Context: an optimization exercise on an open-source flow, tuned for small area, a short achievable clock period and few clock cycles per item. The choices shown serve that exercise and are no tape-out recipe.
Where RTL was checked, it was by simulation tests only, not by an equivalence proof against the original.
No driver is modelled on the clock port, so clock power and skew are understated where the tree is cut down; a real chip needs a root buffer or a tree.
Power is estimated from default activity; no workload was simulated.

## before
Design lzss_decoder, start of the top module:
module lzss_decoder (
  input logic rst_,
  input logic clk,
  input logic literal,
  input logic data_ready,
  input logic [3*8-1:0] data_in,
  output logic new_data_ready,
  output logic data_valid,
  output logic [8-1:0] data_out
);
  localparam int WIN = 56;
  logic       t_valid;     
  logic       t_lit;       
  logic       t_copy;      
  logic [7:0] t_byte;      
  logic [7:0] t_len;
  logic [7:0] ring [WIN-1:0];
  logic [7:0] rem;       
  logic       act;       
  logic       last;      
  logic       rep;       
  logic       empty;     
  logic       lit;       
  logic [5:0] dcnt;      
  logic [7:0] lo;        
  logic [6:0] hi;        
  logic       accept;
  logic       e_load;
  logic       in_far;
  logic       in_copy;
  logic       nxt_act;
  logic       nxt_last;
  logic       rem2_1, empty2;
  logic [7:0] byte_out;
  assign accept   = data_ready & new_data_ready;
  assign e_load   = t_valid;
  assign in_far   = (|data_in[15:6]) | (data_in[5:3] == 3'b111);
  assign in_copy  = !literal && !in_far && data_in[23:16] != 8'd0;
  assign data_out = ring[0];
  ...
For scale: ~1,100 cells after synthesis, roughly 500 flip-flops, roughly 38 I/O pins.
clock: 5.0 ns
lec_check: 0
cap_margin: 20
core_margin: 2
core_utilization: 65
cts_cluster_diameter: 60
cts_cluster_size: 15
setup_slack_margin: 3.15
slew_margin: 20
standard.sh (not shown) runs the stock make flow with config.mk's settings and CLKGATE_MAP_FILE= SYNTH_SCRIPT=/design/flow/synth_recipe.tcl, a recipe that flattens the netlist after the stock synthesis.
==> flow/flow/run.sh <==
#!/bin/bash
set -euo pipefail
R=orfs/results/${FLOW_PLATFORM}/lzss_decoder/base
bash standard.sh "BUFFER_PORTS_ARGS=-buffer_cell sky130_fd_sc_hd__buf_1" cts > 1_standard_to_cts.log 2>&1
cp $R/4_cts.odb $R/4_cts_orig.odb
R=$R openroad -no_init -exit flow/flatten_clock_tree.tcl > 2_flatten_clock_tree.log 2>&1
bash standard.sh finish > 3_standard_finish.log 2>&1
Other scripts of this flow, unchanged in this note and not shown: flow/flow/flatten_clock_tree.tcl
before: flow completed, timing, DRC and antenna clean
Input changes introduced in after (baseline for comparison: before):
- CTS_CLUSTER_SIZE: 15 -> 18
==> comparison <==
- Fraction of area in clock buffers and inverters in after is 0.34 points lower than in before
- On cell area power density: between after and before, it ends up higher for before.
- Summary of after over before: core area essentially unchanged, first-pass GRT wire length decreased 0.71%, clock tree skew after final layout essentially unchanged.
- Diff before -> after: total power dropped about 1.3%; final wirelength barely changed; number of distinct library cells after synthesis barely changed; clock latency reported for the late side of the worst-skew pair barely changed.
No run of this note included a check of the RTL's function; only the layout flow was run.


== the reference run ==
Another version of the RTL of lzss_decoder (not shown whole).
For scale: ~1,000 cells after synthesis, about 510 flip-flops, about 38 I/O pins.
Settings: LEC_CHECK=0, CAP_MARGIN=20, CORE_MARGIN=2, CORE_UTILIZATION=65, CTS_CLUSTER_DIAMETER=80, CTS_CLUSTER_SIZE=25, SETUP_SLACK_MARGIN=3.0, SLEW_MARGIN=20; clock period 5.0 ns.
run.sh (not shown) runs the stock make flow with config.mk's settings and CLKGATE_MAP_FILE= SYNTH_SCRIPT=/design/flow/synth_recipe.tcl, a recipe that flattens the netlist after the stock synthesis.
Stock flow here: none of the scripts above is used.
Testbench counts of the reference run, summed over its fixed seeds: cycles 20,582, bytes 20,566.
## Diff of input files: the trial run against the reference run
==> flow/flow/run.sh (new file) <==
#!/bin/bash
set -euo pipefail
R=orfs/results/${FLOW_PLATFORM}/lzss_decoder/base
bash standard.sh cts > 1_standard_to_cts.log 2>&1
cp $R/4_cts.odb $R/4_cts_orig.odb
R=$R openroad -no_init -exit flow/flatten_clock_tree.tcl > 2_flatten_clock_tree.log 2>&1
bash standard.sh finish > 3_standard_finish.log 2>&1
==> flow/flow/flatten_clock_tree.tcl (new file) <==
# Remove the root buffer that CTS put at the top of the clock tree: the clock
# port then drives the H-tree's first-level buffers directly (there are at most
# a few). Then re-legalise the placement.
set P $::env(FLOW_HOME)/platforms/$::env(FLOW_PLATFORM)
set R $::env(R)
read_db $R/4_cts_orig.odb
read_liberty $P/lib/sky130_fd_sc_hd__tt_025C_1v80.lib
read_sdc $R/4_cts.sdc
source $P/setRC.tcl

set block [ord::get_db_block]
set clknet [$block findNet clk]
set roots {}
foreach it [$clknet getITerms] { lappend roots [$it getInst] }
if {[llength $roots] != 1} { error "clock port drives [llength $roots] cells" }
set root [lindex $roots 0]
puts "root buffer: [$root getName] ([[$root getMaster] getName])"
set rootnet [[$root findITerm X] getNet]
set loads {}
foreach it [$rootnet getITerms] {
  if {[$it getInst] ne $root} { lappend loads $it }
}
if {[llength $loads] > 4} { error "root buffer drives [llength $loads] pins" }
foreach it $loads {
  puts "move [[$it getInst] getName] to the clock port"
  $it disconnect
  $it connect $clknet
}
[$root findITerm A] disconnect
[$root findITerm X] disconnect
odb::dbInst_destroy $root
odb::dbNet_destroy $rootnet
detailed_placement
check_placement -verbose
set_propagated_clock [all_clocks]
estimate_parasitics -placement
report_clock_latency
report_worst_slack -max
report_worst_slack -min
write_db $R/4_cts.odb
==> flow/standard.sh (new file) <==
#!/bin/bash
# synth_recipe.tcl (not shown) runs the flow's synth.tcl, then flattens the netlist and writes it again
# the make line also repeats each setting of config.mk as NAME=value (left out here)
make -C /OpenROAD-flow-scripts/flow DESIGN_CONFIG=/design/flow/config.mk WORK_HOME=/design/flow/orfs CLKGATE_MAP_FILE= SYNTH_SCRIPT=/design/flow/synth_recipe.tcl "${@:-finish}"
removed: flow/run.sh
Results
Cmp the trial run and the reference run / sum of internal, switching and leakage power / lower: the trial run
The trial run vs. the reference run: portion of the layout cell area used by clock cells held; hold slack saw little to no change; post-detailed-route wirelength per cell comparable; largest driver fanout on the critical path now sits higher; layout net count level.
What the trial run reported for met3 wire length has to be multiplied by 1.06 to get the figure for the reference run.
Re minimum clock period: the trial run is 0.12 ns down on the reference run.
Routed wire length: the reference run vs the trial run — no meaningful difference
The trial run vs the reference run, sum of met2 wire segment lengths after detailed routing went up by 1.0%.

[port drivers added, routing unchanged]
No port has a modelled driver above. Below, the same layouts with a new extraction and two added sets of constraints. Step 1: set_driving_cell puts a clkbuf_16 on clk and a buf_2 on each other input, an assumption about the parent block. Step 2 also shifts input and output timing later by t, the mid clock arrival at the registers, as if the neighbouring blocks saw the same clock. a / b / c = no drivers / after step 1 / after step 2; a / b = the first two.
run | t, ns | setup WS [ns] | hold slack, ns | latest minus earliest clock arrival (ns)
before | 0.408 | 3.179 / 3.094 / 2.928 | 0.340 / 0.340 / 0.340 | 0.032 / 0.032
after | 0.415 | 3.172 / 3.082 / 2.967 | 0.331 / 0.331 / 0.331 | 0.026 / 0.026
the reference run | 0.591 | 2.954 / 2.903 / 2.467 | 0.439 / 0.439 / 0.439 | 0.025 / 0.025
the trial run | 0.479 | 3.072 / 3.015 / 2.714 | 0.436 / 0.436 / 0.436 | 0.025 / 0.025
After both steps setup and hold are still met in every run listed. The setup slack of the reference run, which loses most, moves by -0.051 ns with the drivers and by -0.487 ns with both steps.
